Context: an optimization exercise on an open-source flow, tuned for small area and a short achievable clock period. The choices shown serve that exercise and are no tape-out recipe.
No activity file was given, so power comes from the tool's default toggle rates.

## north
==> flow/design.v (excerpt) <==
module pe_unit
(
	input  wire         clk,
	input  wire [19:0]  op_add,
	input  wire [19:0]  op_sub,
	input  wire [19:0]  op_div,
	input  wire [19:0]  op_mul,
	input  wire [319:0] r1_bus,
	input  wire [319:0] r2_bus,
	output wire [639:0] r_result_bus
);
clock: 4.0 ns
lec_check: 0
cap_margin: 20
core_area: 5 5 295 295
die_area: 0 0 300 300
setup_slack_margin: 1.8
slew_margin: 20
standard.sh (not shown) runs the stock make flow with config.mk's settings and CLKGATE_MAP_FILE= SYNTH_SCRIPT=/design/flow/synth_recipe.tcl, a recipe that flattens the netlist after the stock synthesis.
==> flow/flow/run.sh <==
#!/bin/bash
# Standard ORFS layout, with two changes: synthesis keeps adders as plain
# logic (no ha/fa cell mapping), and ports are buffered with buf_1 cells.
set -euo pipefail
bash standard.sh ADDER_MAP_FILE= 'BUFFER_PORTS_ARGS=-buffer_cell sky130_fd_sc_hd__buf_1' finish > standard.log 2>&1
As the logs show, north stopped at I/O pin placement after a tool error, so it never reached the end of the flow.
Modified inputs, south compared to north
- CORE_AREA changed from 5 5 295 295 to 5 5 395 395
- DIE_AREA changed from 0 0 300 300 to 0 0 400 400
Results
south ended with every stage complete and zero timing, DRC or antenna violations. Re post-synthesis simple-gate area fraction: no difference whatsoever between north and south. The number of placement rows in north is 0.74 times that in south. north and south ended up with roughly the same number of flip-flops and latches in the synthesized netlist. Adder-cell share of the synthesized area: south vs north identical. Cell count after synthesis: south vs north identical. Delta (south minus north): initial core utilization lower; floorplan die height now sits higher; overall die width went up by 33%. From south to north, fraction of synthesized cell area in xor and xnor cells did not move at all. Reported for south and north, post-synth design cell area turned out identical to the last digit. Reported for south and north, sequential cell area fraction in the yosys report turned out identical to the last digit.
No functional check of the RTL was part of any run of this note.

---

pe_unit, a different RTL version from the one above (not shown whole).
Size in the first run: roughly 5,300 cells after synthesis, ~400 flip-flops, roughly 1,400 I/O pins, about 37,000 µm² of cells after synthesis.
==> flow/config.mk <==
export PLATFORM = sky130hd
export DESIGN_NAME = pe_unit
export DESIGN_NICKNAME = pe_unit
export VERILOG_FILES = /design/flow/design.v
export SDC_FILE = /design/flow/constraint.sdc
export NUM_CORES = 8
export LEC_CHECK = 0
export CAP_MARGIN = 20
export CORE_AREA = 5 5 295 295
export DIE_AREA = 0 0 300 300
export SETUP_SLACK_MARGIN = 1.6
export SLEW_MARGIN = 20
==> flow/constraint.sdc <==
create_clock -name core_clock -period 4.0 [get_ports {clk}]
set_input_delay 0.8000 -clock core_clock [delete_from_list [all_inputs] [get_ports {clk}]]
set_output_delay 0.8000 -clock core_clock [all_outputs]
set_load 0.01 [all_outputs]
==> flow/flow/run.sh <==
#!/bin/bash
set -euo pipefail
bash standard.sh ADDER_MAP_FILE= \
	'BUFFER_PORTS_ARGS=-buffer_cell sky130_fd_sc_hd__buf_1' \
	'PLACE_PINS_ARGS=-min_distance 1 -min_distance_in_tracks' \
	'CTS_ARGS=-sink_clustering_enable -repair_clock_nets -dont_use_dummy_load -sink_clustering_size 30 -sink_clustering_max_diameter 120' \
	finish > standard.log 2>&1
Edit:
==> flow/flow/run.sh (replaced) <==
#!/bin/bash
# Standard ORFS layout, with two changes: synthesis keeps adders as plain
# logic (no ha/fa cell mapping), and ports are buffered with buf_1 cells.
set -euo pipefail
bash standard.sh ADDER_MAP_FILE= 'BUFFER_PORTS_ARGS=-buffer_cell sky130_fd_sc_hd__buf_1' finish > standard.log 2>&1
--- a/flow/config.mk
+++ b/flow/config.mk
@@ -7,6 +7,6 @@
 export LEC_CHECK = 0
 export CAP_MARGIN = 20
-export CORE_AREA = 5 5 295 295
-export DIE_AREA = 0 0 300 300
+export CORE_AREA = 5 5 395 395
+export DIE_AREA = 0 0 400 400
 export SETUP_SLACK_MARGIN = 1.6
 export SLEW_MARGIN = 20
After rerunning:
- utilization went down by 21 points
- sequential share of layout area came out lower by 1.7 points
- via count grows by 2.2%
- power rises by 32%
- worst setup slack got worse by 0.17 ns
- clock power came out higher by 140%
- design area is higher by 11%
- synthesized cell count stays the same
No run of this note included a check of the RTL's function; only the layout flow was run.

## re-timing with driven ports
How much do the figures lean on ideal ports? The routed layouts below were timed once more, with nothing changed but the port constraints. Step 1 assumes that a clkbuf_16 drives the clock port and a buf_2 every other input. Step 2 also shifts input and output timing later by t, the mid clock arrival at the registers, as if the neighbouring blocks saw the same clock. Slacks: ideal ports / drivers / drivers and shift; pairs: ideal ports / drivers.
| run | shift t [ns] | slack for setup (ns) | latest minus earliest clock arrival (ns) | worst slew at a driven data input, ns | cell pins on the clock port's net |
|---|---|---|---|---|---|
| south | 0.696 | 0.946 / 0.997 / 0.302 | 0.034 / 0.035 | 0.25 | 1 |
| the first run of note 2 | 0.613 | 1.513 / 1.452 / 0.980 | 0.047 / 0.047 | 0.17 | 1 |
| the second run of note 2 | 0.691 | 1.341 / 1.261 / 1.027 | 0.030 / 0.029 | 0.18 | 1 |
After both steps every run listed still meets setup and hold. The setup slack of south, which loses most, moves by +0.051 ns with the drivers and by -0.644 ns with both steps.
